This design comes from an exercise in tuning for small area and a short achievable clock period on the open sky130 flow, not from production work. Function was not checked in any run shown here: the RTL went through the layout flow alone. In every run shown here, the design's own scripts or RTL, not TritonCTS, make the clock network. No driver is modelled on the clock port, so clock power and skew are understated where the tree is cut down; a real chip needs a root buffer or a tree.

## flow/design.v (module list and top-level ports; edited modules follow where they fit)
// module mul16_top: 15 lines
// module multiplier: 1715 lines
// module mul_fa: 4 lines
// module mul_a21oi: 3 lines
// module mul_inv: 3 lines
// module mul_nand2: 3 lines
// module mul_nor2: 3 lines
// module mul_o21ai: 3 lines
// module mul_xnor2: 3 lines
// module mul_xor2: 3 lines
// module mul_xnor: 3 lines
// module mul_or: 3 lines
// module mul_nand4: 3 lines
module mul16_top(
    input clk,
    input [15:0] a,
    input [15:0] b,
    output reg [31:0] res
);
  // ...
==> flow/flow/run.sh <==
#!/bin/bash
# Own layout flow: the standard ORFS flow (standard.sh), with
#  - port buffers of a small, fast buffer cell instead of the default delay buffer;
#  - the clock tree rebuilt after CTS as one level of four buffers driven by the clock
#    port (flatten_clock_core.tcl), which shortens the clock's insertion delay for all
#    registers alike;
#  - after that, and after global routing, timing repair aiming for setup slack above a
#    margin, so that the design is sized for the period it can reach rather than left at
#    minimum size by the loose clock.
# make's output goes to standard.log here; ORFS keeps each step's log in orfs/logs.
set -euo pipefail
cd "$(dirname "$0")/.."
export FLOW_DIR_OWN="$PWD/flow"
export FLOW_SETUP_MARGIN=0
export FLOW_IN_REG_CELL=sky130_fd_sc_hd__dfxtp_4
export BUFFER_PORTS_ARGS="-buffer_cell sky130_fd_sc_hd__buf_1"
export CTS_ARGS="-sink_clustering_enable -repair_clock_nets -dont_use_dummy_load -buf_list sky130_fd_sc_hd__clkbuf_8"
export POST_CTS_TCL="$PWD/flow/flatten_clock_post.tcl"
export PRE_GLOBAL_ROUTE_TCL="$PWD/flow/grt_margin.tcl"
bash standard.sh > standard.log 2>&1
==> flow/flow/flatten_clock_core.tcl <==
# Rebuild the clock tree that CTS made as a single level: the clock port drives
# NLEAF clock buffers directly, each driving the registers of one region of the
# core. This removes the root buffer level and so the clock's insertion delay
# (it does not skew registers against each other: all go through one buffer).
set nleaf 4
set bufcell sky130_fd_sc_hd__clkbuf_16
set block [ord::get_db_block]
set clknet [$block findNet clk]
# every register clock pin (sink) of the tree, and every clock-tree buffer
set sinks {}
set bufs {}
set todo [list $clknet]
while {[llength $todo]} {
  set net [lindex $todo 0]
  set todo [lrange $todo 1 end]
  foreach it [$net getITerms] {
    if {![$it isInputSignal] && [$it getIoType] ne "INPUT"} { continue }
    set inst [$it getInst]
    set m [[$inst getMaster] getName]
    if {[string match "sky130_fd_sc_hd__clkbuf*" $m] || [string match "sky130_fd_sc_hd__clkinv*" $m] || [string match "sky130_fd_sc_hd__buf*" $m]} {
      if {[lsearch -exact $bufs $inst] < 0} {
        lappend bufs $inst
        foreach o [$inst getITerms] {
          if {[$o isOutputSignal]} { lappend todo [$o getNet] }
        }
      }
    } else {
      lappend sinks $it
    }
  }
}
puts "flatten_clock: [llength $sinks] sinks, [llength $bufs] buffers"
# split the sinks into nleaf groups: halves by x, then each half by y
proc loc {it} {
  set b [[$it getInst] getBBox]
  return [list [expr {([$b xMin] + [$b xMax]) / 2}] [expr {([$b yMin] + [$b yMax]) / 2}]]
}
proc split_by {items idx} {
  set s [lsort -real -index 1 [lmap it $items {list $it [lindex [loc $it] $idx]}]]
  set n [expr {[llength $s] / 2}]
  return [list [lmap p [lrange $s 0 [expr {$n - 1}]] {lindex $p 0}] [lmap p [lrange $s $n end] {lindex $p 0}]]
}
set groups {}
foreach half [split_by $sinks 0] {
  foreach q [split_by $half 1] { lappend groups $q }
}
# remove the old tree
foreach inst $bufs {
  foreach o [$inst getITerms] {
    if {[$o isOutputSignal]} {
      set n [$o getNet]
      foreach it [$n getITerms] { $it disconnect }
      odb::dbNet_destroy $n
    }
  }
  odb::dbInst_destroy $inst
}
# one buffer per group, at the group's centre
set master [[ord::get_db] findMaster $bufcell]
set k 0
foreach g $groups {
  set sx 0; set sy 0
  foreach it $g { lassign [loc $it] x y; incr sx $x; incr sy $y }
  set cx [expr {$sx / [llength $g]}]; set cy [expr {$sy / [llength $g]}]
  set inst [odb::dbInst_create $block $master "clkbuf_leaf_$k"]
  set net [odb::dbNet_create $block "clknet_leaf_$k"]
  $net setSigType CLOCK
  [$inst findITerm A] connect $clknet
  [$inst findITerm X] connect $net
  foreach it $g { $it connect $net }
  $inst setLocation $cx $cy
  $inst setPlacementStatus PLACED
  puts "flatten_clock: clkbuf_leaf_$k drives [llength $g] sinks"
  incr k
}
==> flow/flow/flatten_clock_post.tcl <==
source $::env(FLOW_DIR_OWN)/flatten_clock_core.tcl
if {[info exists ::env(FLOW_IN_REG_CELL)] && $::env(FLOW_IN_REG_CELL) ne ""} {
  foreach inst [get_cells {a_r* b_r*}] {
    replace_cell $inst $::env(FLOW_IN_REG_CELL)
  }
}
detailed_placement
estimate_parasitics -placement
# size the design for the period it can reach: repair setup against a margin
set ::env(SETUP_SLACK_MARGIN) $::env(FLOW_SETUP_MARGIN)
repair_timing_helper
detailed_placement
check_placement -verbose
==> flow/flow/grt_margin.tcl <==
# the global-route stage's timing repair uses the same setup margin as after CTS
set ::env(SETUP_SLACK_MARGIN) $::env(FLOW_SETUP_MARGIN)
==> flow/standard.sh <==
#!/bin/bash
# synth_recipe.tcl (not shown) runs the flow's synth.tcl, then flattens the netlist and writes it again
# the make line also repeats each setting of config.mk as NAME=value (left out here)
make -C /OpenROAD-flow-scripts/flow DESIGN_CONFIG=/design/flow/config.mk WORK_HOME=/design/flow/orfs CLKGATE_MAP_FILE= SYNTH_SCRIPT=/design/flow/synth_recipe.tcl "${@:-finish}"
==> flow/config.mk <==
export PLATFORM = sky130hd
export DESIGN_NAME = mul16_top
export DESIGN_NICKNAME = mul16_top
export VERILOG_FILES = /design/flow/design.v
export SDC_FILE = /design/flow/constraint.sdc
export NUM_CORES = 4
export LEC_CHECK = 0
export CAP_MARGIN = 20
export CORE_MARGIN = 2
export CORE_UTILIZATION = 55
export SLEW_MARGIN = 20
export SYNTH_HIERARCHICAL = 1
==> flow/constraint.sdc <==
create_clock -name core_clock -period 22.0 [get_ports {clk}]
set_input_delay 4.4000 -clock core_clock [delete_from_list [all_inputs] [get_ports {clk}]]
set_output_delay 4.4000 -clock core_clock [all_outputs]
set_load 0.01 [all_outputs]
==> flow_summary_export.csv, run 1 <==
group,metric,value,unit
setup_path,r2r_slack,17.05,ns
layout,n_fill_cell,1494,
run_status,status,"timing/DRC/antenna clean",
synth,muxShareOfSynthArea,0,%
die,die_x,131.4,µm
min_path,min_path_cells,2,
detailed_routing,wl,22000,µm
clock_tree,cts.sinks,64,
setup_path,cp.required,17.60,ns
synth,async_flop_share,0,%
synth,netlist.area_leader.share,43.76,%
synth,yosysMostFrequentCell,"nand2_1",
grt,grt_pass1_vias,6571,
placement,place_ws,16.59,ns
sta,setup_violations,0,
detailed_routing,drc_errors,0,
setup_path,cp.depth,1,
die,rows,46,
setup_path,critPathKind,"reg -> out",
sta,finalMaxSlewViolations,0,
die,core_region_area,15890,µm²
clock_tree,cts.reportedPaths.clkPinSlew,0.08,ns
==> run 2: changes to the inputs <==
--- a/flow/design.v
+++ b/flow/design.v
@@ -929,37 +929,16 @@
   wire n908;
   wire n909;
   wire n910;
   wire n911;
   wire n912;
   wire n913;
   wire n914;
   wire n915;
-  wire n916;
-  wire n917;
-  wire n918;
-  wire n919;
-  wire n920;
-  wire n921;
-  wire n922;
-  wire n923;
-  wire n924;
-  wire n925;
-  wire n926;
-  wire n927;
-  wire n928;
-  wire n929;
-  wire n930;
-  wire n931;
-  wire n932;
-  wire n933;
-  wire n934;
-  wire n935;
-  wire n936;
   assign pp1 = ~(a[0] & b[0]);
   assign pp2 = ~(a[1] & b[0]);
   assign pp3 = ~(a[2] & b[0]);
   assign pp4 = ~(a[3] & b[0]);
   assign pp5 = ~(a[4] & b[0]);
   assign pp6 = ~(a[5] & b[0]);
   assign pp7 = ~(a[6] & b[0]);
   assign pp8 = ~(a[7] & b[0]);
@@ -1503,236 +1482,215 @@
   mul_nor2 u_n741 (.a(n682), .b(n680), .y(n741));
   mul_o21ai u_n742 (.a(n682), .b(n679), .c(n681), .y(n742));
   mul_nor2 u_n743 (.a(n686), .b(n684), .y(n743));
   mul_o21ai u_n744 (.a(n686), .b(n683), .c(n685), .y(n744));
   mul_nor2 u_n745 (.a(n690), .b(n688), .y(n745));
   mul_o21ai u_n746 (.a(n690), .b(n687), .c(n689), .y(n746));
   mul_nor2 u_n747 (.a(n694), .b(n692), .y(n747));
   mul_o21ai u_n748 (.a(n694), .b(n691), .c(n693), .y(n748));
-  mul_a21oi u_n749 (.a(n741), .b(n740), .c(n742), .y(n749));
-  mul_nand2 u_n750 (.a(n745), .b(n743), .y(n750));
-  mul_a21oi u_n751 (.a(n745), .b(n744), .c(n746), .y(n751));
-  mul_o21ai u_n752 (.a(n750), .b(n749), .c(n751), .y(n752));
-  mul_inv u_n753 (.a(n749), .y(n753));
-  mul_a21oi u_n754 (.a(n743), .b(n753), .c(n744), .y(n754));
-  mul_a21oi u_n755 (.a(n747), .b(n752), .c(n748), .y(n755));
-  mul_inv u_n756 (.a(n740), .y(n756));
-  mul_o21ai u_n757 (.a(n680), .b(n756), .c(n679), .y(n757));
-  mul_o21ai u_n758 (.a(n684), .b(n749), .c(n683), .y(n758));
-  mul_o21ai u_n759 (.a(n688), .b(n754), .c(n687), .y(n759));
-  mul_inv u_n760 (.a(n752), .y(n760));
-  mul_o21ai u_n761 (.a(n692), .b(n760), .c(n691), .y(n761));
-  mul_o21ai u_n762 (.a(n696), .b(n755), .c(n695), .y(n762));
-  mul_nor2 u_n763 (.a(n698), .b(n696), .y(n763));
-  mul_o21ai u_n764 (.a(n698), .b(n695), .c(n697), .y(n764));
-  mul_nor2 u_n765 (.a(n700), .b(n698), .y(n765));
-  mul_o21ai u_n766 (.a(n700), .b(n697), .c(n699), .y(n766));
-  mul_nor2 u_n767 (.a(n702), .b(n700), .y(n767));
-  mul_o21ai u_n768 (.a(n702), .b(n699), .c(n701), .y(n768));
-  mul_nor2 u_n769 (.a(n704), .b(n702), .y(n769));
-  mul_o21ai u_n770 (.a(n704), .b(n701), .c(n703), .y(n770));
-  mul_nor2 u_n771 (.a(n706), .b(n704), .y(n771));
-  mul_o21ai u_n772 (.a(n706), .b(n703), .c(n705), .y(n772));
-  mul_nor2 u_n773 (.a(n708), .b(n706), .y(n773));
-  mul_o21ai u_n774 (.a(n708), .b(n705), .c(n707), .y(n774));
-  mul_nor2 u_n775 (.a(n710), .b(n708), .y(n775));
-  mul_o21ai u_n776 (.a(n710), .b(n707), .c(n709), .y(n776));
-  mul_nor2 u_n777 (.a(n712), .b(n710), .y(n777));
-  mul_o21ai u_n778 (.a(n712), .b(n709), .c(n711), .y(n778));
-  mul_nor2 u_n779 (.a(n714), .b(n712), .y(n779));
-  mul_o21ai u_n780 (.a(n714), .b(n711), .c(n713), .y(n780));
-  mul_nor2 u_n781 (.a(n716), .b(n714), .y(n781));
-  mul_o21ai u_n782 (.a(n716), .b(n713), .c(n715), .y(n782));
-  mul_nor2 u_n783 (.a(n718), .b(n716), .y(n783));
-  mul_o21ai u_n784 (.a(n718), .b(n715), .c(n717), .y(n784));
-  mul_nor2 u_n785 (.a(n720), .b(n718), .y(n785));
-  mul_o21ai u_n786 (.a(n720), .b(n717), .c(n719), .y(n786));
-  mul_nor2 u_n787 (.a(n722), .b(n720), .y(n787));
-  mul_o21ai u_n788 (.a(n722), .b(n719), .c(n721), .y(n788));
-  mul_nor2 u_n789 (.a(n724), .b(n722), .y(n789));
-  mul_o21ai u_n790 (.a(n724), .b(n721), .c(n723), .y(n790));
-  mul_nor2 u_n791 (.a(n726), .b(n724), .y(n791));
-  mul_o21ai u_n792 (.a(n726), .b(n723), .c(n725), .y(n792));
-  mul_nor2 u_n793 (.a(n728), .b(n726), .y(n793));
-  mul_o21ai u_n794 (.a(n728), .b(n725), .c(n727), .y(n794));
-  mul_nor2 u_n795 (.a(n730), .b(n728), .y(n795));
-  mul_o21ai u_n796 (.a(n730), .b(n727), .c(n729), .y(n796));
-  mul_nor2 u_n797 (.a(n732), .b(n730), .y(n797));
-  mul_o21ai u_n798 (.a(n732), .b(n729), .c(n731), .y(n798));
-  mul_nor2 u_n799 (.a(n734), .b(n732), .y(n799));
-  mul_o21ai u_n800 (.a(n734), .b(n731), .c(n733), .y(n800));
-  mul_nor2 u_n801 (.a(n736), .b(n734), .y(n801));
-  mul_o21ai u_n802 (.a(n736), .b(n733), .c(n735), .y(n802));
-  mul_inv u_n803 (.a(n755), .y(n803));
-  mul_a21oi u_n804 (.a(n763), .b(n803), .c(n764), .y(n804));
-  mul_a21oi u_n805 (.a(n765), .b(n762), .c(n766), .y(n805));
-  mul_nand2 u_n806 (.a(n767), .b(n763), .y(n806));
-  mul_a21oi u_n807 (.a(n767), .b(n764), .c(n768), .y(n807));
-  mul_nand2 u_n808 (.a(n769), .b(n765), .y(n808));
-  mul_a21oi u_n809 (.a(n769), .b(n766), .c(n770), .y(n809));
-  mul_nand2 u_n810 (.a(n771), .b(n767), .y(n810));
-  mul_a21oi u_n811 (.a(n771), .b(n768), .c(n772), .y(n811));
-  mul_nand2 u_n812 (.a(n773), .b(n769), .y(n812));
-  mul_a21oi u_n813 (.a(n773), .b(n770), .c(n774), .y(n813));
-  mul_nand2 u_n814 (.a(n775), .b(n771), .y(n814));
-  mul_a21oi u_n815 (.a(n775), .b(n772), .c(n776), .y(n815));
-  mul_nand2 u_n816 (.a(n777), .b(n773), .y(n816));
-  mul_a21oi u_n817 (.a(n777), .b(n774), .c(n778), .y(n817));
-  mul_nand2 u_n818 (.a(n779), .b(n775), .y(n818));
-  mul_a21oi u_n819 (.a(n779), .b(n776), .c(n780), .y(n819));
-  mul_nand2 u_n820 (.a(n781), .b(n777), .y(n820));
-  mul_a21oi u_n821 (.a(n781), .b(n778), .c(n782), .y(n821));
-  mul_nand2 u_n822 (.a(n783), .b(n779), .y(n822));
-  mul_a21oi u_n823 (.a(n783), .b(n780), .c(n784), .y(n823));
-  mul_nand2 u_n824 (.a(n785), .b(n781), .y(n824));
-  mul_a21oi u_n825 (.a(n785), .b(n782), .c(n786), .y(n825));
-  mul_nand2 u_n826 (.a(n787), .b(n783), .y(n826));
-  mul_a21oi u_n827 (.a(n787), .b(n784), .c(n788), .y(n827));
-  mul_nand2 u_n828 (.a(n789), .b(n785), .y(n828));
-  mul_a21oi u_n829 (.a(n789), .b(n786), .c(n790), .y(n829));
-  mul_nand2 u_n830 (.a(n791), .b(n787), .y(n830));
-  mul_a21oi u_n831 (.a(n791), .b(n788), .c(n792), .y(n831));
-  mul_nand2 u_n832 (.a(n793), .b(n789), .y(n832));
-  mul_a21oi u_n833 (.a(n793), .b(n790), .c(n794), .y(n833));
-  mul_nand2 u_n834 (.a(n795), .b(n791), .y(n834));
-  mul_a21oi u_n835 (.a(n795), .b(n792), .c(n796), .y(n835));
-  mul_nand2 u_n836 (.a(n797), .b(n793), .y(n836));
-  mul_a21oi u_n837 (.a(n797), .b(n794), .c(n798), .y(n837));
-  mul_nand2 u_n838 (.a(n799), .b(n795), .y(n838));
-  mul_a21oi u_n839 (.a(n799), .b(n796), .c(n800), .y(n839));
-  mul_nand2 u_n840 (.a(n801), .b(n797), .y(n840));
-  mul_a21oi u_n841 (.a(n801), .b(n798), .c(n802), .y(n841));
-  mul_o21ai u_n842 (.a(n806), .b(n755), .c(n807), .y(n842));
-  mul_inv u_n843 (.a(n762), .y(n843));
-  mul_o21ai u_n844 (.a(n808), .b(n843), .c(n809), .y(n844));
-  mul_o21ai u_n845 (.a(n810), .b(n804), .c(n811), .y(n845));
-  mul_o21ai u_n846 (.a(n812), .b(n805), .c(n813), .y(n846));
-  mul_nor2 u_n847 (.a(n814), .b(n806), .y(n847));
-  mul_o21ai u_n848 (.a(n814), .b(n807), .c(n815), .y(n848));
-  mul_nor2 u_n849 (.a(n816), .b(n808), .y(n849));
-  mul_o21ai u_n850 (.a(n816), .b(n809), .c(n817), .y(n850));
-  mul_nor2 u_n851 (.a(n818), .b(n810), .y(n851));
-  mul_o21ai u_n852 (.a(n818), .b(n811), .c(n819), .y(n852));
-  mul_nor2 u_n853 (.a(n820), .b(n812), .y(n853));
-  mul_o21ai u_n854 (.a(n820), .b(n813), .c(n821), .y(n854));
-  mul_nor2 u_n855 (.a(n822), .b(n814), .y(n855));
-  mul_o21ai u_n856 (.a(n822), .b(n815), .c(n823), .y(n856));
-  mul_nor2 u_n857 (.a(n824), .b(n816), .y(n857));
-  mul_o21ai u_n858 (.a(n824), .b(n817), .c(n825), .y(n858));
-  mul_nor2 u_n859 (.a(n826), .b(n818), .y(n859));
-  mul_o21ai u_n860 (.a(n826), .b(n819), .c(n827), .y(n860));
-  mul_nor2 u_n861 (.a(n828), .b(n820), .y(n861));
-  mul_o21ai u_n862 (.a(n828), .b(n821), .c(n829), .y(n862));
-  mul_nor2 u_n863 (.a(n830), .b(n822), .y(n863));
-  mul_o21ai u_n864 (.a(n830), .b(n823), .c(n831), .y(n864));
-  mul_nor2 u_n865 (.a(n832), .b(n824), .y(n865));
-  mul_o21ai u_n866 (.a(n832), .b(n825), .c(n833), .y(n866));
-  mul_nor2 u_n867 (.a(n834), .b(n826), .y(n867));
-  mul_o21ai u_n868 (.a(n834), .b(n827), .c(n835), .y(n868));
-  mul_nor2 u_n869 (.a(n836), .b(n828), .y(n869));
-  mul_o21ai u_n870 (.a(n836), .b(n829), .c(n837), .y(n870));
-  mul_nor2 u_n871 (.a(n838), .b(n830), .y(n871));
-  mul_o21ai u_n872 (.a(n838), .b(n831), .c(n839), .y(n872));
-  mul_nor2 u_n873 (.a(n840), .b(n832), .y(n873));
-  mul_o21ai u_n874 (.a(n840), .b(n833), .c(n841), .y(n874));
-  mul_a21oi u_n875 (.a(n847), .b(n803), .c(n848), .y(n875));
-  mul_a21oi u_n876 (.a(n849), .b(n762), .c(n850), .y(n876));
-  mul_inv u_n877 (.a(n804), .y(n877));
-  mul_a21oi u_n878 (.a(n851), .b(n877), .c(n852), .y(n878));
-  mul_inv u_n879 (.a(n805), .y(n879));
-  mul_a21oi u_n880 (.a(n853), .b(n879), .c(n854), .y(n880));
-  mul_a21oi u_n881 (.a(n855), .b(n842), .c(n856), .y(n881));
-  mul_a21oi u_n882 (.a(n857), .b(n844), .c(n858), .y(n882));
-  mul_a21oi u_n883 (.a(n859), .b(n845), .c(n860), .y(n883));
-  mul_a21oi u_n884 (.a(n861), .b(n846), .c(n862), .y(n884));
-  mul_nand2 u_n885 (.a(n863), .b(n847), .y(n885));
-  mul_a21oi u_n886 (.a(n863), .b(n848), .c(n864), .y(n886));
-  mul_nand2 u_n887 (.a(n865), .b(n849), .y(n887));
-  mul_a21oi u_n888 (.a(n865), .b(n850), .c(n866), .y(n888));
-  mul_nand2 u_n889 (.a(n867), .b(n851), .y(n889));
-  mul_a21oi u_n890 (.a(n867), .b(n852), .c(n868), .y(n890));
-  mul_nand2 u_n891 (.a(n869), .b(n853), .y(n891));
-  mul_a21oi u_n892 (.a(n869), .b(n854), .c(n870), .y(n892));
-  mul_nand2 u_n893 (.a(n871), .b(n855), .y(n893));
-  mul_a21oi u_n894 (.a(n871), .b(n856), .c(n872), .y(n894));
-  mul_nand2 u_n895 (.a(n873), .b(n857), .y(n895));
-  mul_a21oi u_n896 (.a(n873), .b(n858), .c(n874), .y(n896));
-  mul_o21ai u_n897 (.a(n885), .b(n755), .c(n886), .y(n897));
-  mul_o21ai u_n898 (.a(n887), .b(n843), .c(n888), .y(n898));
-  mul_o21ai u_n899 (.a(n889), .b(n804), .c(n890), .y(n899));
-  mul_o21ai u_n900 (.a(n891), .b(n805), .c(n892), .y(n900));
-  mul_inv u_n901 (.a(n842), .y(n901));
-  mul_o21ai u_n902 (.a(n893), .b(n901), .c(n894), .y(n902));
-  mul_inv u_n903 (.a(n844), .y(n903));
-  mul_o21ai u_n904 (.a(n895), .b(n903), .c(n896), .y(n904));
-  mul_inv u_n905 (.a(pp1), .y(n905));
-  assign res[0] = n905;
-  mul_xor2 u_n906 (.a(n678), .b(n738), .y(n906));
-  assign res[1] = n906;
-  mul_xor2 u_n907 (.a(n680), .b(n740), .y(n907));
-  assign res[2] = n907;
-  mul_xor2 u_n908 (.a(n682), .b(n757), .y(n908));
-  assign res[3] = n908;
-  mul_xor2 u_n909 (.a(n684), .b(n753), .y(n909));
-  assign res[4] = n909;
-  mul_xor2 u_n910 (.a(n686), .b(n758), .y(n910));
-  assign res[5] = n910;
-  mul_xnor2 u_n911 (.a(n688), .b(n754), .y(n911));
-  assign res[6] = n911;
-  mul_xor2 u_n912 (.a(n690), .b(n759), .y(n912));
-  assign res[7] = n912;
-  mul_xor2 u_n913 (.a(n692), .b(n752), .y(n913));
-  assign res[8] = n913;
-  mul_xor2 u_n914 (.a(n694), .b(n761), .y(n914));
-  assign res[9] = n914;
-  mul_xor2 u_n915 (.a(n696), .b(n803), .y(n915));
-  assign res[10] = n915;
-  mul_xor2 u_n916 (.a(n698), .b(n762), .y(n916));
-  assign res[11] = n916;
-  mul_xor2 u_n917 (.a(n700), .b(n877), .y(n917));
-  assign res[12] = n917;
-  mul_xor2 u_n918 (.a(n702), .b(n879), .y(n918));
-  assign res[13] = n918;
-  mul_xor2 u_n919 (.a(n704), .b(n842), .y(n919));
-  assign res[14] = n919;
-  mul_xor2 u_n920 (.a(n706), .b(n844), .y(n920));
-  assign res[15] = n920;
-  mul_xor2 u_n921 (.a(n708), .b(n845), .y(n921));
-  assign res[16] = n921;
-  mul_xor2 u_n922 (.a(n710), .b(n846), .y(n922));
-  assign res[17] = n922;
-  mul_xnor2 u_n923 (.a(n712), .b(n875), .y(n923));
-  assign res[18] = n923;
-  mul_xnor2 u_n924 (.a(n714), .b(n876), .y(n924));
-  assign res[19] = n924;
-  mul_xnor2 u_n925 (.a(n716), .b(n878), .y(n925));
-  assign res[20] = n925;
-  mul_xnor2 u_n926 (.a(n718), .b(n880), .y(n926));
-  assign res[21] = n926;
-  mul_xnor2 u_n927 (.a(n720), .b(n881), .y(n927));
-  assign res[22] = n927;
-  mul_xnor2 u_n928 (.a(n722), .b(n882), .y(n928));
-  assign res[23] = n928;
-  mul_xnor2 u_n929 (.a(n724), .b(n883), .y(n929));
-  assign res[24] = n929;
-  mul_xnor2 u_n930 (.a(n726), .b(n884), .y(n930));
-  assign res[25] = n930;
-  mul_xor2 u_n931 (.a(n728), .b(n897), .y(n931));
-  assign res[26] = n931;
-  mul_xor2 u_n932 (.a(n730), .b(n898), .y(n932));
-  assign res[27] = n932;
-  mul_xor2 u_n933 (.a(n732), .b(n899), .y(n933));
-  assign res[28] = n933;
-  mul_xor2 u_n934 (.a(n734), .b(n900), .y(n934));
-  assign res[29] = n934;
-  mul_xor2 u_n935 (.a(n736), .b(n902), .y(n935));
-  assign res[30] = n935;
-  mul_inv u_n936 (.a(n904), .y(n936));
-  assign res[31] = n936;
+  mul_nor2 u_n749 (.a(n698), .b(n696), .y(n749));
+  mul_o21ai u_n750 (.a(n698), .b(n695), .c(n697), .y(n750));
+  mul_a21oi u_n751 (.a(n741), .b(n740), .c(n742), .y(n751));
+  mul_nand2 u_n752 (.a(n745), .b(n743), .y(n752));
+  mul_a21oi u_n753 (.a(n745), .b(n744), .c(n746), .y(n753));
+  mul_nand2 u_n754 (.a(n749), .b(n747), .y(n754));
+  mul_a21oi u_n755 (.a(n749), .b(n748), .c(n750), .y(n755));
+  mul_o21ai u_n756 (.a(n752), .b(n751), .c(n753), .y(n756));
+  mul_inv u_n757 (.a(n756), .y(n757));
+  mul_o21ai u_n758 (.a(n754), .b(n757), .c(n755), .y(n758));
+  mul_inv u_n759 (.a(n751), .y(n759));
+  mul_a21oi u_n760 (.a(n743), .b(n759), .c(n744), .y(n760));
+  mul_a21oi u_n761 (.a(n747), .b(n756), .c(n748), .y(n761));
+  mul_inv u_n762 (.a(n740), .y(n762));
+  mul_o21ai u_n763 (.a(n680), .b(n762), .c(n679), .y(n763));
+  mul_o21ai u_n764 (.a(n684), .b(n751), .c(n683), .y(n764));
+  mul_o21ai u_n765 (.a(n688), .b(n760), .c(n687), .y(n765));
+  mul_o21ai u_n766 (.a(n692), .b(n757), .c(n691), .y(n766));
+  mul_o21ai u_n767 (.a(n696), .b(n761), .c(n695), .y(n767));
+  mul_inv u_n768 (.a(n758), .y(n768));
+  mul_o21ai u_n769 (.a(n700), .b(n768), .c(n699), .y(n769));
+  mul_inv u_n770 (.a(n769), .y(n770));
+  mul_o21ai u_n771 (.a(n702), .b(n770), .c(n701), .y(n771));
+  mul_nor2 u_n772 (.a(n704), .b(n702), .y(n772));
+  mul_o21ai u_n773 (.a(n704), .b(n701), .c(n703), .y(n773));
+  mul_nor2 u_n774 (.a(n706), .b(n704), .y(n774));
+  mul_o21ai u_n775 (.a(n706), .b(n703), .c(n705), .y(n775));
+  mul_nor2 u_n776 (.a(n708), .b(n706), .y(n776));
+  mul_o21ai u_n777 (.a(n708), .b(n705), .c(n707), .y(n777));
+  mul_nor2 u_n778 (.a(n710), .b(n708), .y(n778));
+  mul_o21ai u_n779 (.a(n710), .b(n707), .c(n709), .y(n779));
+  mul_nor2 u_n780 (.a(n712), .b(n710), .y(n780));
+  mul_o21ai u_n781 (.a(n712), .b(n709), .c(n711), .y(n781));
+  mul_nor2 u_n782 (.a(n714), .b(n712), .y(n782));
+  mul_o21ai u_n783 (.a(n714), .b(n711), .c(n713), .y(n783));
+  mul_nor2 u_n784 (.a(n716), .b(n714), .y(n784));
+  mul_o21ai u_n785 (.a(n716), .b(n713), .c(n715), .y(n785));
+  mul_nor2 u_n786 (.a(n718), .b(n716), .y(n786));
+  mul_o21ai u_n787 (.a(n718), .b(n715), .c(n717), .y(n787));
+  mul_nor2 u_n788 (.a(n720), .b(n718), .y(n788));
+  mul_o21ai u_n789 (.a(n720), .b(n717), .c(n719), .y(n789));
+  mul_nor2 u_n790 (.a(n722), .b(n720), .y(n790));
+  mul_o21ai u_n791 (.a(n722), .b(n719), .c(n721), .y(n791));
+  mul_nor2 u_n792 (.a(n724), .b(n722), .y(n792));
+  mul_o21ai u_n793 (.a(n724), .b(n721), .c(n723), .y(n793));
+  mul_nor2 u_n794 (.a(n726), .b(n724), .y(n794));
+  mul_o21ai u_n795 (.a(n726), .b(n723), .c(n725), .y(n795));
+  mul_nor2 u_n796 (.a(n728), .b(n726), .y(n796));
+  mul_o21ai u_n797 (.a(n728), .b(n725), .c(n727), .y(n797));
+  mul_nor2 u_n798 (.a(n730), .b(n728), .y(n798));
+  mul_o21ai u_n799 (.a(n730), .b(n727), .c(n729), .y(n799));
+  mul_nor2 u_n800 (.a(n732), .b(n730), .y(n800));
+  mul_o21ai u_n801 (.a(n732), .b(n729), .c(n731), .y(n801));
+  mul_nor2 u_n802 (.a(n734), .b(n732), .y(n802));
+  mul_o21ai u_n803 (.a(n734), .b(n731), .c(n733), .y(n803));
+  mul_nor2 u_n804 (.a(n736), .b(n734), .y(n804));
+  mul_o21ai u_n805 (.a(n736), .b(n733), .c(n735), .y(n805));
+  mul_a21oi u_n806 (.a(n772), .b(n769), .c(n773), .y(n806));
+  mul_a21oi u_n807 (.a(n774), .b(n771), .c(n775), .y(n807));
+  mul_nand2 u_n808 (.a(n776), .b(n772), .y(n808));
+  mul_a21oi u_n809 (.a(n776), .b(n773), .c(n777), .y(n809));
+  mul_nand2 u_n810 (.a(n778), .b(n774), .y(n810));
+  mul_a21oi u_n811 (.a(n778), .b(n775), .c(n779), .y(n811));
+  mul_nand2 u_n812 (.a(n780), .b(n776), .y(n812));
+  mul_a21oi u_n813 (.a(n780), .b(n777), .c(n781), .y(n813));
+  mul_nand2 u_n814 (.a(n782), .b(n778), .y(n814));
+  mul_a21oi u_n815 (.a(n782), .b(n779), .c(n783), .y(n815));
+  mul_nand2 u_n816 (.a(n784), .b(n780), .y(n816));
+  mul_a21oi u_n817 (.a(n784), .b(n781), .c(n785), .y(n817));
+  mul_nand2 u_n818 (.a(n786), .b(n782), .y(n818));
+  mul_a21oi u_n819 (.a(n786), .b(n783), .c(n787), .y(n819));
+  mul_nand2 u_n820 (.a(n788), .b(n784), .y(n820));
+  mul_a21oi u_n821 (.a(n788), .b(n785), .c(n789), .y(n821));
+  mul_nand2 u_n822 (.a(n790), .b(n786), .y(n822));
+  mul_a21oi u_n823 (.a(n790), .b(n787), .c(n791), .y(n823));
+  mul_nand2 u_n824 (.a(n792), .b(n788), .y(n824));
+  mul_a21oi u_n825 (.a(n792), .b(n789), .c(n793), .y(n825));
+  mul_nand2 u_n826 (.a(n794), .b(n790), .y(n826));
+  mul_a21oi u_n827 (.a(n794), .b(n791), .c(n795), .y(n827));
+  mul_nand2 u_n828 (.a(n796), .b(n792), .y(n828));
+  mul_a21oi u_n829 (.a(n796), .b(n793), .c(n797), .y(n829));
+  mul_nand2 u_n830 (.a(n798), .b(n794), .y(n830));
+  mul_a21oi u_n831 (.a(n798), .b(n795), .c(n799), .y(n831));
+  mul_nand2 u_n832 (.a(n800), .b(n796), .y(n832));
+  mul_a21oi u_n833 (.a(n800), .b(n797), .c(n801), .y(n833));
+  mul_nand2 u_n834 (.a(n802), .b(n798), .y(n834));
+  mul_a21oi u_n835 (.a(n802), .b(n799), .c(n803), .y(n835));
+  mul_nand2 u_n836 (.a(n804), .b(n800), .y(n836));
+  mul_a21oi u_n837 (.a(n804), .b(n801), .c(n805), .y(n837));
+  mul_o21ai u_n838 (.a(n808), .b(n770), .c(n809), .y(n838));
+  mul_inv u_n839 (.a(n771), .y(n839));
+  mul_o21ai u_n840 (.a(n810), .b(n839), .c(n811), .y(n840));
+  mul_o21ai u_n841 (.a(n812), .b(n806), .c(n813), .y(n841));
+  mul_o21ai u_n842 (.a(n814), .b(n807), .c(n815), .y(n842));
+  mul_nor2 u_n843 (.a(n816), .b(n808), .y(n843));
+  mul_o21ai u_n844 (.a(n816), .b(n809), .c(n817), .y(n844));
+  mul_nor2 u_n845 (.a(n818), .b(n810), .y(n845));
+  mul_o21ai u_n846 (.a(n818), .b(n811), .c(n819), .y(n846));
+  mul_nor2 u_n847 (.a(n820), .b(n812), .y(n847));
+  mul_o21ai u_n848 (.a(n820), .b(n813), .c(n821), .y(n848));
+  mul_nor2 u_n849 (.a(n822), .b(n814), .y(n849));
+  mul_o21ai u_n850 (.a(n822), .b(n815), .c(n823), .y(n850));
+  mul_nor2 u_n851 (.a(n824), .b(n816), .y(n851));
+  mul_o21ai u_n852 (.a(n824), .b(n817), .c(n825), .y(n852));
+  mul_nor2 u_n853 (.a(n826), .b(n818), .y(n853));
+  mul_o21ai u_n854 (.a(n826), .b(n819), .c(n827), .y(n854));
+  mul_nor2 u_n855 (.a(n828), .b(n820), .y(n855));
+  mul_o21ai u_n856 (.a(n828), .b(n821), .c(n829), .y(n856));
+  mul_nor2 u_n857 (.a(n830), .b(n822), .y(n857));
+  mul_o21ai u_n858 (.a(n830), .b(n823), .c(n831), .y(n858));
+  mul_nor2 u_n859 (.a(n832), .b(n824), .y(n859));
+  mul_o21ai u_n860 (.a(n832), .b(n825), .c(n833), .y(n860));
+  mul_nor2 u_n861 (.a(n834), .b(n826), .y(n861));
+  mul_o21ai u_n862 (.a(n834), .b(n827), .c(n835), .y(n862));
+  mul_nor2 u_n863 (.a(n836), .b(n828), .y(n863));
+  mul_o21ai u_n864 (.a(n836), .b(n829), .c(n837), .y(n864));
+  mul_a21oi u_n865 (.a(n843), .b(n769), .c(n844), .y(n865));
+  mul_a21oi u_n866 (.a(n845), .b(n771), .c(n846), .y(n866));
+  mul_inv u_n867 (.a(n806), .y(n867));
+  mul_a21oi u_n868 (.a(n847), .b(n867), .c(n848), .y(n868));
+  mul_inv u_n869 (.a(n807), .y(n869));
+  mul_a21oi u_n870 (.a(n849), .b(n869), .c(n850), .y(n870));
+  mul_a21oi u_n871 (.a(n851), .b(n838), .c(n852), .y(n871));
+  mul_a21oi u_n872 (.a(n853), .b(n840), .c(n854), .y(n872));
+  mul_a21oi u_n873 (.a(n855), .b(n841), .c(n856), .y(n873));
+  mul_a21oi u_n874 (.a(n857), .b(n842), .c(n858), .y(n874));
+  mul_nand2 u_n875 (.a(n859), .b(n843), .y(n875));
+  mul_a21oi u_n876 (.a(n859), .b(n844), .c(n860), .y(n876));
+  mul_nand2 u_n877 (.a(n861), .b(n845), .y(n877));
+  mul_a21oi u_n878 (.a(n861), .b(n846), .c(n862), .y(n878));
+  mul_nand2 u_n879 (.a(n863), .b(n847), .y(n879));
+  mul_a21oi u_n880 (.a(n863), .b(n848), .c(n864), .y(n880));
+  mul_o21ai u_n881 (.a(n875), .b(n770), .c(n876), .y(n881));
+  mul_o21ai u_n882 (.a(n877), .b(n839), .c(n878), .y(n882));
+  mul_o21ai u_n883 (.a(n879), .b(n806), .c(n880), .y(n883));
+  mul_inv u_n884 (.a(pp1), .y(n884));
+  assign res[0] = n884;
+  mul_xor2 u_n885 (.a(n678), .b(n738), .y(n885));
+  assign res[1] = n885;
+  mul_xor2 u_n886 (.a(n680), .b(n740), .y(n886));
+  assign res[2] = n886;
+  mul_xor2 u_n887 (.a(n682), .b(n763), .y(n887));
+  assign res[3] = n887;
+  mul_xor2 u_n888 (.a(n684), .b(n759), .y(n888));
+  assign res[4] = n888;
+  mul_xor2 u_n889 (.a(n686), .b(n764), .y(n889));
+  assign res[5] = n889;
+  mul_xnor2 u_n890 (.a(n688), .b(n760), .y(n890));
+  assign res[6] = n890;
+  mul_xor2 u_n891 (.a(n690), .b(n765), .y(n891));
+  assign res[7] = n891;
+  mul_xor2 u_n892 (.a(n692), .b(n756), .y(n892));
+  assign res[8] = n892;
+  mul_xor2 u_n893 (.a(n694), .b(n766), .y(n893));
+  assign res[9] = n893;
+  mul_xnor2 u_n894 (.a(n696), .b(n761), .y(n894));
+  assign res[10] = n894;
+  mul_xor2 u_n895 (.a(n698), .b(n767), .y(n895));
+  assign res[11] = n895;
+  mul_xor2 u_n896 (.a(n700), .b(n758), .y(n896));
+  assign res[12] = n896;
+  mul_xor2 u_n897 (.a(n702), .b(n769), .y(n897));
+  assign res[13] = n897;
+  mul_xor2 u_n898 (.a(n704), .b(n771), .y(n898));
+  assign res[14] = n898;
+  mul_xor2 u_n899 (.a(n706), .b(n867), .y(n899));
+  assign res[15] = n899;
+  mul_xor2 u_n900 (.a(n708), .b(n869), .y(n900));
+  assign res[16] = n900;
+  mul_xor2 u_n901 (.a(n710), .b(n838), .y(n901));
+  assign res[17] = n901;
+  mul_xor2 u_n902 (.a(n712), .b(n840), .y(n902));
+  assign res[18] = n902;
+  mul_xor2 u_n903 (.a(n714), .b(n841), .y(n903));
+  assign res[19] = n903;
+  mul_xor2 u_n904 (.a(n716), .b(n842), .y(n904));
+  assign res[20] = n904;
+  mul_xnor2 u_n905 (.a(n718), .b(n865), .y(n905));
+  assign res[21] = n905;
+  mul_xnor2 u_n906 (.a(n720), .b(n866), .y(n906));
+  assign res[22] = n906;
+  mul_xnor2 u_n907 (.a(n722), .b(n868), .y(n907));
+  assign res[23] = n907;
+  mul_xnor2 u_n908 (.a(n724), .b(n870), .y(n908));
+  assign res[24] = n908;
+  mul_xnor2 u_n909 (.a(n726), .b(n871), .y(n909));
+  assign res[25] = n909;
+  mul_xnor2 u_n910 (.a(n728), .b(n872), .y(n910));
+  assign res[26] = n910;
+  mul_xnor2 u_n911 (.a(n730), .b(n873), .y(n911));
+  assign res[27] = n911;
+  mul_xnor2 u_n912 (.a(n732), .b(n874), .y(n912));
+  assign res[28] = n912;
+  mul_xor2 u_n913 (.a(n734), .b(n881), .y(n913));
+  assign res[29] = n913;
+  mul_xor2 u_n914 (.a(n736), .b(n882), .y(n914));
+  assign res[30] = n914;
+  mul_inv u_n915 (.a(n883), .y(n915));
+  assign res[31] = n915;
 endmodule
 module mul_fa(input a, input b, input ci, output s, output co);
   assign s = a ^ b ^ ci;
   assign co = (a & b) | (a & ci) | (b & ci);
 endmodule
 module mul_a21oi(input a, input b, input c, output y);
   assign y = ~((a & b) | c);
 endmodule
==> run 2 against run 1 <==
  * Maximum frequency down 7.7%
  * Clock skew down 0.0012 ns
  * Sequential share of layout area up 0.23 points
  * Sequential cell count unchanged
  * Critical endpoint is now res[28]
  * Core utilization down 0.38 points
  * Area after synthesis down 1.4%
  * Still clean on timing, DRC and antenna
  * Synthesized cell count down 2.3%
  * Cell count down 1.9%
  * Cell area down 1.4%
  * Die area down 1.3%
==> flow_summary_export.csv, run 2 <==
group,metric,value,unit
clock_tree,cts.reportedPaths.clkPinSlew,0.07,ns
grt,grt_pass1_vias,6438,
layout,reg_top3,"res: 32 flops, a_r: 16 flops, b_r: 16 flops",
synth,netlist.area_leader.share,44.37,%
detailed_routing,vias,5969,
setup_path,crit-reg2reg-capture,"res[28]",
clock_tree,cts.sinks,64,
placement,io_buffers,64,
job,cap_violations,0,
synth,seq_area_frac_synth,14.56,%
setup_path,cp_common_cell,"fa_1",
min_path,holdPathEnd,"res[0]",
synth,synth_fp_nets,1108,
detailed_routing,first_pass_iters,7,
die,die-area,17020,µm²
grt,grt_use_total,26.17,%
detailed_routing,drtIter0Drc,522,
synth,synth_cells,880,
die,die_y,130.5,µm
sta,rsz0062_at_grt,"false",
min_path,hp-start,"b_r[0]",
sta,finalHoldViolCount,0,
layout,diodes,0,
detailed_routing,ant_nets,0,
detailed_routing,routedWlPerCell,19.47,µm
grt,grt_max_degree,23,
synth,synth_edf_count,0,
grt,antenna_found_initial,0,
min_path,min_path_cells,2,
setup_path,r2r_slack,16.56,ns
grt,grt_pass1_wl,33440,µm
sta,post-route-min-period,5.438,ns
setup_path,max_stage_delay,0.57,ns
die,core_region_area,15770,µm²
synth,synth_area_per_cell,9.997,µm²
layout,drive_gt1_share,9.155,%
sta,timing.setup.tns,0,ns
setup_path,cp.required,22.02,ns
synth,synth_top_cell_by_area,"fa_1",
sta,fin_skew,0.01450,ns
synth,synth_cell_types,14,
synth,synth-seq-cells,64,
detailed_routing,viasPerCell,5.589,
layout,fin_nets,1082,
setup_path,crit_arrival,5.46,ns
sta,period_share,24.72,%
sta,finalMaxSlewViolations,0,
detailed_routing,drc_errors,0,
setup_path,critPathKind,"reg -> reg",
die,ios,65,
clock_tree,clock_latency,0.15,ns
setup_path,r2r_cells,18,
min_path,hold_class,"reg -> reg",
synth,synthTopCellsByArea,"fa_1 44%, dfxtp_1 15%, nand2_1 13%",
layout,regMostFlops,"res",
synth,async_flop_share,0,%
placement,routabilityCongestion,0.8763,
grt,grt-ovfl-total,0,
sta,max_slew.worst_pin.slew,0.5792,ns
synth,yosys_warnings,7,
detailed_routing,wl,20790,µm
layout,mostFrequentLayoutCells,"298 x nand2_1, 195 x fa_1, 64 x buf_1",
setup_path,critPathLaunchType,"register",
synth,synth_flop_cell,"dfxtp_1",
synth,synthTopCellsByCount,"298 x nand2_1, 195 x fa_1, 64 x dfxtp_1",
setup_path,reg2reg_from,"a_r[4]",
placement,hpwl,15770,µm
sta,setup_violations,0,
setup_path,crit_path_end_kind,"register",
synth,syn-cell-area,8797,µm²
layout,syn2layout_area_growth,-2.816,%
sta,relSlewSlack,61.11,%
sta,fmax,183.9,MHz
layout,final_util,54.21,%
die,start_util,55.78,%
setup_path,cp_slowest_cell,"fa_1",
die,die_x,130.5,µm
layout,largest_reg_flops,32,
setup_path,cp_max_fo,20,
setup_path,cp_cell_sequence,"nand2_1 -> fa_1 -> fa_1 -> fa_1 -> fa_1 -> fa_1 -> xnor2_1 -> nor2_1 -> nand2_1 -> o21ai_1 -> inv_1 -> o21ai_1 -> inv_1 -> o21ai_1 -> a21oi_2 -> o21ai_1 -> a21oi_2 -> xnor2_1",
layout,final_common_cell,"nand2_1",
synth,yosysMostFrequentCell,"nand2_1",
run_status,status,"timing/DRC/antenna clean",
die,rows,46,
[run 2: cell types whose count changed after synthesis]
cell	change
nand2_2	-5
xnor2_1	+1
nor2_1	-5
inv_1	-1
o21ai_1	-5
a21oi_2	-5
xor2_1	-1
[run 2: cell families (layout without fill, tap and decap cells)]
family                   Yosys count  after routing  synth area share [%]
AND/OR/NAND/NOR                  355            355                 15.83
AO/OA/AOI/OAI                     83             83                 6.130
adder cells (fa/ha/maj)          195            195                 44.37
XOR/XNOR                          75             75                 7.467
buffers and inverters            108             80                 11.63
flip-flops                        64             64                 14.56
[run 2: critical path, delay by kind of cell (launching register included)]
family          cells  cell delay [ns]
flops               1             0.50
fa+ha+maj           5             2.37
xor+xnor            2             0.32
buf+inv             2             0.21
simple gates        3             0.37
compound gates      6             1.52
[run 2: per-stage QoR]
step	hold WS (ns)	area, µm²	setup WS, ns	std cells
2_1_floorplan	0.6751	8797	16.95	880
3_3_place_gp	0.8650	8329	16.33	1064
3_5_place_dp	0.8777	8329	16.15	1064
5_1_grt	0.6930	8549	16.16	1068
6_report	0.6428	8549	16.56	1068
[run 2: cell type report]
| cell class | instances | area (µm²) |
|---|---|---|
| Inverter | 12 | 45.04 |
| Fill cell | 1488 | 7221 |
| Tap cell | 216 | 270.3 |
| Buffer | 4 | 100.1 |
| Timing Repair Buffer | 64 | 240.2 |
| Multi-Input combinational cell | 708 | 6492 |
| Sequential cell | 64 | 1401 |
[run 2: modules after synthesis (local to each module, per instance)]
module      area, µm²  copies in the design
multiplier       1962                     1
mul_inv         3.754                    12
mul_nand2       3.754                    51
mul_xnor2       8.758                    40
mul_xor2        8.758                    20
mul_fa          20.02                   195
mul_nor2        3.754                    33
mul16_top        1281                     1
mul_a21oi       8.758                    33
mul_nand4       6.256                    15
mul_o21ai       5.005                    50
mul_xnor        8.758                    15
[run 2: worst max path at each step]
stage / startpoint / endpoint / slack [ns] / depth (start not counted)
3_5_place_dp: a_r[4] / res[28] / 16.15 / 18
3_3_place_gp: a_r[4] / res[26] / 16.33 / 18
6_report: a_r[4] / res[28] / 16.56 / 18
2_1_floorplan: a_r[4] / res[28] / 16.95 / 21
5_1_grt: a_r[4] / res[28] / 16.16 / 18
[run 2: metal layers]
metal	GRT usage (%)	up-vias	wire (µm)
met2	41.67	267	9811
met1	37.27	3047	9053
met4	7.947	0	506
met3	4.560	45	1419
met5	0	-	0
li1	-	2610	-

-- separate check: timing with driven ports --
No port has a modelled driver above. Below, the same layouts with a new extraction and two added sets of constraints.
Step 1 assumes that a clkbuf_16 drives the clock port and a buf_2 every other input.
Step 2 moves the port delays by t, midway between the first and last clock arrival at a register: inputs arrive t later, outputs are due t later. That takes back most of the time a late clock gives input paths.
Three values: ideal ports, drivers, drivers and shift; two values: the first two.
| run | t (ns) | setup WS [ns] | worst setup path after step 2 |
|---|---|---|---|
| run 1 | 0.236 | 16.980 / 16.884 / 17.046 | register to register |
| run 2 | 0.238 | 16.562 / 16.562 / 16.562 | register to register |
After both steps setup and hold are still met in every run listed.
